Background: an optimization exercise with open tools, aiming at small area and a short achievable clock period. Do not read the settings as production practice.
The RTL of this run was laid out without a check of its function.
Power is estimated from default activity; no workload was simulated.

**flow/design.v**
```verilog
`timescale 1ns / 1ps
module ALU(
    input [15:0] A,
    input [15:0] B,
    input sub,
    output [15:0] sum
    );
    wire [15:0] b = B ^ {16{sub}};
    wire [15:0] p0 = A ^ b;
    wire [15:0] g0 = A & b;
    wire [15:0] g1, p1, g2, p2, g3, p3, g4;
    wire [15:0] gi = {g0[15:1], g0[0] | (p0[0] & sub)};
    genvar i;
    generate
        for (i = 0; i < 16; i = i + 1) begin : ks
            if (i >= 1) begin
                assign g1[i] = gi[i] | (p0[i] & gi[i-1]);
                assign p1[i] = p0[i] & p0[i-1];
            end else begin
                assign g1[i] = gi[i];
                assign p1[i] = p0[i];
            end
            if (i >= 2) begin
                assign g2[i] = g1[i] | (p1[i] & g1[i-2]);
                assign p2[i] = p1[i] & p1[i-2];
            end else begin
                assign g2[i] = g1[i];
                assign p2[i] = p1[i];
            end
            if (i >= 4) begin
                assign g3[i] = g2[i] | (p2[i] & g2[i-4]);
                assign p3[i] = p2[i] & p2[i-4];
            end else begin
                assign g3[i] = g2[i];
                assign p3[i] = p2[i];
            end
            if (i >= 8)
                assign g4[i] = g3[i] | (p3[i] & g3[i-8]);
            else
                assign g4[i] = g3[i];
        end
    endgenerate
    assign sum = p0 ^ {g4[14:0], sub};
endmodule
`timescale 1ns / 1ps
module PC(
    input clk,
    input rst,
    input stop,
    input [15:0] PCin,
    output reg [15:0] PCout
    );
    always @(posedge clk)
        if (rst)
            PCout <= 16'h0000;
        else if (stop)
            PCout <= 16'h0040;
        else
            PCout <= PCin;
endmodule
`timescale 1ns / 1ps
module branchUnit(
    input [3:0] op,
    input [15:0] pc,
    input [15:0] A,
    input [15:0] B,
    output [15:0] npc
    );
    wire taken = (op == 4'hC && A == 16'h0000) |
                 (op == 4'hD && A[15]) |
                 (op == 4'hE && !A[15]);
    assign npc = taken ? B : pc + 16'd1;
endmodule
`timescale 1ns / 1ps
module controlUnit(
    input reset,
    input [3:0] op,
    input [3:0] rd,
    input [3:0] rb,
    output clear,
    output wen,
    output [3:0] waddr,
    output store
    );
    wire is_load = (op == 4'h1);
    wire writes_rd = (op >= 4'h2) && (op <= 4'hB);
    assign waddr = is_load ? rb : rd;
    assign wen   = (is_load | writes_rd) && (waddr != 4'h0);
    assign clear = reset | (op == 4'hF);
    assign store = (op == 4'h0);
endmodule
`timescale 1ns / 1ps
module mainSelect(
    input [3:0] op,
    input [15:0] A,
    input [15:0] B,
    output reg [15:0] result
    );
    wire [15:0] sum, sh;
    ALU ALU(.A(A), .B(B), .sub(op[0]), .sum(sum));
    shiftUnit shiftUnit(.A(A), .B(B), .left(op == 4'h9), .arith(op == 4'hB), .dataOut(sh));
    always @(*)
        case (op)
            4'h4, 4'h5: result = sum;
            4'h6: result = A & B;
            4'h7: result = A | B;
            4'h8: result = A ^ B;
            4'h9, 4'hA, 4'hB: result = sh;
            default: result = A;       
        endcase
endmodule
`timescale 1ns / 1ps
module registerFile(
    input clk,
    input clear,
    input wen,
    input [3:0] waddr,
    input [15:0] wdata,
    input [3:0] ra,
    input [3:0] rb,
    output [15:0] A,
    output [15:0] B
    );
    wire [15:0] d = wdata & {16{~clear}};
    wire [16*16-1:0] flat;
    assign flat[15:0] = 16'h0000;
    genvar g;
    generate
        for (g = 1; g < 16; g = g + 1) begin : r
            reg [15:0] q;
            wire en = clear | (wen && waddr == g);
            always @(posedge clk)
                if (en)
                    q <= d;
            assign flat[16*g +: 16] = q;
        end
    endgenerate
    wire fa = wen && (waddr == ra);
    wire fb = wen && (waddr == rb);
    assign A = fa ? wdata : flat[16*ra +: 16];
    assign B = fb ? wdata : flat[16*rb +: 16];
endmodule
module shiftUnit(input [15:0] A, input [15:0] B, input left, input arith, output [15:0] dataOut);
    function [15:0] rev(input [15:0] x);
        integer k;
        for (k = 0; k < 16; k = k + 1) rev[k] = x[15 - k];
    endfunction
    wire fill = arith & A[15];
    wire big = |B[15:4];
    wire [15:0] x0 = left ? rev(A) : A;
    wire [15:0] x1 = B[3] ? {{8{fill}}, x0[15:8]} : x0;
    wire [15:0] x2 = B[2] ? {{4{fill}}, x1[15:4]} : x1;
    wire [15:0] x3 = B[1] ? {{2{fill}}, x2[15:2]} : x2;
    wire [15:0] x4 = B[0] ? {fill, x3[15:1]} : x3;
    wire [15:0] s = big ? {16{fill}} : x4;
    assign dataOut = left ? rev(s) : s;
endmodule
`timescale 1ns / 1ps
module datapathAndControl(
    input reset,
    input clk,
    output [15:0] imem_addr,
    input [15:0] imem_data,
    output [15:0] dmem_addr,
    output [15:0] dmem_wdata,
    output dmem_we,
    input [15:0] dmem_rdata
    );
    wire [3:0] op = imem_data[3:0];
    wire [3:0] rd = imem_data[7:4];
    wire [3:0] ra = imem_data[11:8];
    wire [3:0] rb = imem_data[15:12];
    wire [15:0] A, B, res, pc, npc;
    wire        clear, wen;
    wire [3:0]  waddr;
    reg         pv;
    reg  [3:0]  pd;
    reg  [3:0]  pk;
    reg  [15:0] pa, pb;
    controlUnit controlUnit(.reset(reset), .op(op), .rd(rd), .rb(rb),
        .clear(clear), .wen(wen), .waddr(waddr), .store(dmem_we));
    registerFile registerFile(.clk(clk), .clear(clear), .wen(pv), .waddr(pd),
        .wdata(res), .ra(ra), .rb(rb), .A(A), .B(B));
    mainSelect mainSelect(.op(pk), .A(pa), .B(pb), .result(res));
    branchUnit branchUnit(.op(op), .pc(pc), .A(A), .B(B), .npc(npc));
    PC PC(.clk(clk), .rst(reset), .stop(op == 4'hF), .PCin(npc), .PCout(pc));
    always @(posedge clk) begin
        pv <= wen & ~clear;
        pd <= waddr;
        pk <= op;
        pb <= B;
        case (op)
            4'h1:    pa <= dmem_rdata;
            4'h2:    pa <= {imem_data[15:8], 8'h00};
            4'h3:    pa <= {8'h00, imem_data[15:8]};
            default: pa <= A;
        endcase
    end
    assign imem_addr  = pc;
    assign dmem_addr  = B;
    assign dmem_wdata = A;
endmodule
```
**flow/run.sh**
```bash
#!/bin/bash
# synth_recipe.tcl (not shown) runs the flow's synth.tcl, then flattens the netlist and writes it again
# the make line also repeats each setting of config.mk as NAME=value (left out here)
make -C /OpenROAD-flow-scripts/flow DESIGN_CONFIG=/design/flow/config.mk WORK_HOME=/design/flow/orfs CLKGATE_MAP_FILE= SYNTH_SCRIPT=/design/flow/synth_recipe.tcl finish
```
**flow/config.mk**
```make
export PLATFORM = sky130hd
export DESIGN_NAME = datapathAndControl
export DESIGN_NICKNAME = datapathAndControl
export VERILOG_FILES = /design/flow/design.v
export SDC_FILE = /design/flow/constraint.sdc
export NUM_CORES = 4
export LEC_CHECK = 0
export CAP_MARGIN = 20
export CORE_MARGIN = 2
export CORE_UTILIZATION = 40
export SETUP_SLACK_MARGIN = 1.5
export SLEW_MARGIN = 20
export TNS_END_PERCENT = 100
```
**flow/constraint.sdc**
```tcl
create_clock -name core_clock -period 6.0 [get_ports {clk}]
set_input_delay 1.2000 -clock core_clock [delete_from_list [all_inputs] [get_ports {clk}]]
set_output_delay 1.2000 -clock core_clock [all_outputs]
set_load 0.01 [all_outputs]
```
==> out/metrics.cfg <==
[routing]
ant_nets = 0
detail_route.wl_per_cell_um = 28.5
wl_mm = 63.5
drt_drc_violations_left = 0
routed_via_density = 6.30
route.vias.total = 14000
drt_first_pass_iters = 5
drt_first_iter_violations = 1534

[grt]
grt_pass1_vias = 13900
grt_first_pass_wirelength_mm = 91.8
antenna_violations_before_repair = 0
grtUsageTotal_pct = 28.0
grt_start_max_net_pins = 38
grt_overflow_total = 0

[clock_network]
clock_tree.buffer_depth = 3
worst_setup_hold_path_clk_slew_ns = 0.06
cts_sinks = 297
cts-htree-levels = 2
cts_made_buffers = 35
post_cts_hold_buffer_count = 0
clock_tree.root_cell = clkbuf_16
clock_tree_from_tritoncts = yes
clkLatencyLatePin_ns = 0.56

[yosys]
ys.warnings.count = 5
synth_top_cell_by_area = edfxtp_1
synth_seq_area_share_pct = 47.5
synth_nets = 1473
synth_top_flop_cell = edfxtp_1
synth-seq-cells = 297
yosys.area.top_type_share_pct = 41.0
synth.top_cells.by_area = edfxtp_1 41%, mux4_2 17%, dfxtp_1 6.5%
syn_area_per_cell_um2 = 12.6
asyncSetResetFlopFracSynth_pct = 0
syn_area_um2 = 17600
synth_cell_type_count = 89
syn-instance-count = 1391
synth-edff-count = 240

[placed_design]
dpl_worst_slack_ns = 0.562
hpwlAfterDp_mm = 42.2
finalWeightedCongestion = 1.08
place_inst = 2049
portBuffers = 82

[setup_path]
reg2reg_slack_ns = 1.37
critPathSlowestCell = dfxtp_4
worstRegToRegCells = 21
timing.critical_path.to_type = output pin
critical_path.max_fanout = 4
cp-endpoint = dmem_wdata[14]
cp_cell_sequence = buf_16 > mux2_4 > fa_2 > a211o_1 > a21o_1 > o2111ai_2 > a31oi_2 > buf_4 > a31oi_4 > and3_4 > o32ai_4 > a21oi_4 > buf_6
worstReg2RegStart = pk[0]
total_stage_count_of_the_critical_path = 13
worst_path_largest_cell_delay_ns = 0.39
critical_path_arrival_ns = 3.82
cp_num_buf_inv = 3
start_kind = register
worst_path_dominant_cell_family = compound AO/OA/AOI/OAI gates
crit_required_ns = 4.80
worstSetupPathType = reg2out
regToRegEndpoint = PC.PCout[14]
worstSetupStartpoint = pk[0]

[flow_run]
maxCapViolations = 0

[cells_and_area]
leading_cell_type_in_the_layout_fill_and_taps_excluded = edfxtp_1
mostFrequentLayoutCells = 240 x edfxtp_1, 165 x buf_4, 133 x mux4_2, 95 x nand2_1, 87 x nor2_1
layout.nets = 1698
post_route_cells_drive_above_1_share_pct = 38.5
post_layout_nonfiller_instances = 2226
area_growth_pct = 29.5

[timing]
fmaxAchievable_mhz = 199
hold-worst-slack_ns = 0.587
totalNegativeSetupSlack_ns = 0
postLayoutSetupSlackWorst_ns = 0.984
worst_slew_pin_slew_ns = 1.10
timing.final.crit_period_ns = 5.02
drv_slew = 0
setup_viol_count_final = 0
final-hold-violation-count = 0
fin_worst_skew_ns = 0.0213
worst_slew_margin_rel_pct = 26.5
period_share_pct = 83.6
rsz0062_at_grt = yes

[die]
design.portCount = 83
die_w_um = 214
row_count = 76
start_util_pct = 40.7
die_height_um = 214
fp.dieArea_um2 = 45600
placeableCoreArea_um2 = 43200

[min_path]
class_of_the_tightest_hold_or_removal_check = reg2reg
hold_depth = 3

[pwr]
power.ir.vdd_worst_v = 0.000245
p_leak_nw = 8.37
power_density_over_the_cells_nw_per_um2 = 327
power.total_w = 0.00744

[run_status]
outcome = complete, no violations

-- final cells by class --
cell class / count / area (µm²)
sequential: 297 / 8360
timing repair buffer: 284 / 2670
clock buffer: 42 / 912
multi-input combinational: 952 / 9740
inverter: 46 / 173
fill: 3667 / 20400
clock inverter: 19 / 149
antenna: 1 / 2.50
tap: 585 / 732
-- synthesized netlist by cell type (all sizes together), types with 36 or more instances --
| library cell | count |
|---|---|
| mux4 | 133 |
| o21ai | 56 |
| nand2 | 98 |
| dfxtp | 57 |
| ha | 47 |
| inv | 46 |
| buf | 36 |
| edfxtp | 240 |
| nor2 | 97 |
| clkbuf | 60 |
| a21oi | 73 |
| mux2i | 47 |
-- routing by layer --
layer / vias up / track usage (%) / part of all wire (%)
met5: - / 0 / 0
met4: 0 / 17.1 / 7.0
met2: 778 / 46.0 / 48
li1: 5975 / - / -
met3: 221 / 4.80 / 7.5
met1: 7057 / 34.7 / 37
-- power by group --
group	total (W)	leakage [nW]	switching [W]	internal, W
Sequential	0.00276	2.96	0.000216	0.00255
Clock	0.00202	0.509	0.000883	0.00113
Combinational	0.00266	4.91	0.00145	0.00121
-- worst min path at each step --
stage | from | end | slack (ns)
after floorplan | PC.PCout[15] | PC.PCout[15] | 0.61
after global placement | PC.PCout[15] | PC.PCout[15] | 0.57
after detailed placement | PC.PCout[15] | PC.PCout[15] | 0.57
after CTS | PC.PCout[15] | PC.PCout[15] | 0.59
after global routing | PC.PCout[15] | PC.PCout[15] | 0.62
final | PC.PCout[15] | PC.PCout[15] | 0.59
-- worst min-delay path: stages, from the launching register on --
cell and delay [ns]:
dfxtp_1 0.35, xnor2_1 0.08, nand2_1 0.06, mux2i_1 0.05
-- registers in the layout, summed over array words and instances, names as in the netlist --
register and cells:
pk 4, pb 16, pa 16, pd 4, registerFile.r.q 240, PC.PCout 16, pv 1
-- cells by family (layout without fill, tap and decap cells) --
| kind of cell | Yosys count | after routing | synth area share (%) |
|---|---|---|---|
| and+or+nand+nor | 336 | 336 | 9.33 |
| muxes | 209 | 209 | 21.6 |
| xor gates and xnor gates | 50 | 50 | 2.49 |
| adders and majority gates | 48 | 48 | 3.46 |
| other | 0 | 1 | 0 |
| buffers and inverters | 142 | 391 | 3.33 |
| DFF | 297 | 297 | 47.5 |
| AOI/OAI and AO/OA | 309 | 309 | 12.2 |
-- stage by stage --
| step | instance area [µm²] | utilization (%) |
|---|---|---|
| floorplan | 17600 | - |
| global placement | 19500 | 45.1 |
| detailed placement | 19500 | 45.1 |
| CTS | 22200 | 51.5 |
| global route | 22700 | 52.7 |
| finish | 22700 | 52.7 |
-- repair_timing --
action                     in CTS  in global routing
setup endpoints to repair      48                 48
buffers inserted               87                 24
pin swaps                      80                 52
gates cloned                    4                  0
resized for setup             320                 72

-- re-timing with driven ports --
How much do the figures lean on ideal ports? The routed layout below was timed once more, with nothing changed but the port constraints. Step 1 assumes that a clkbuf_16 drives the clock port and a buf_2 every other input. Step 2 moves the port delays by t, midway between the first and last clock arrival at a register: inputs arrive t later, outputs are due t later. That takes back most of the time a late clock gives input paths. Three values: no drivers, after step 1, after step 2; two values: the first two.
t (ns): 0.599
setup slack, ns: 0.984 / 0.932 / 1.085
hold WS [ns]: 0.587 / 0.587 / 0.587
worst data-port slew with drivers (ns): 0.15
pins driven straight from the clock port: 1
After both steps this run still meets setup and hold. For this run, drivers alone change the setup slack by -0.052 ns; drivers and shift together by +0.101 ns.
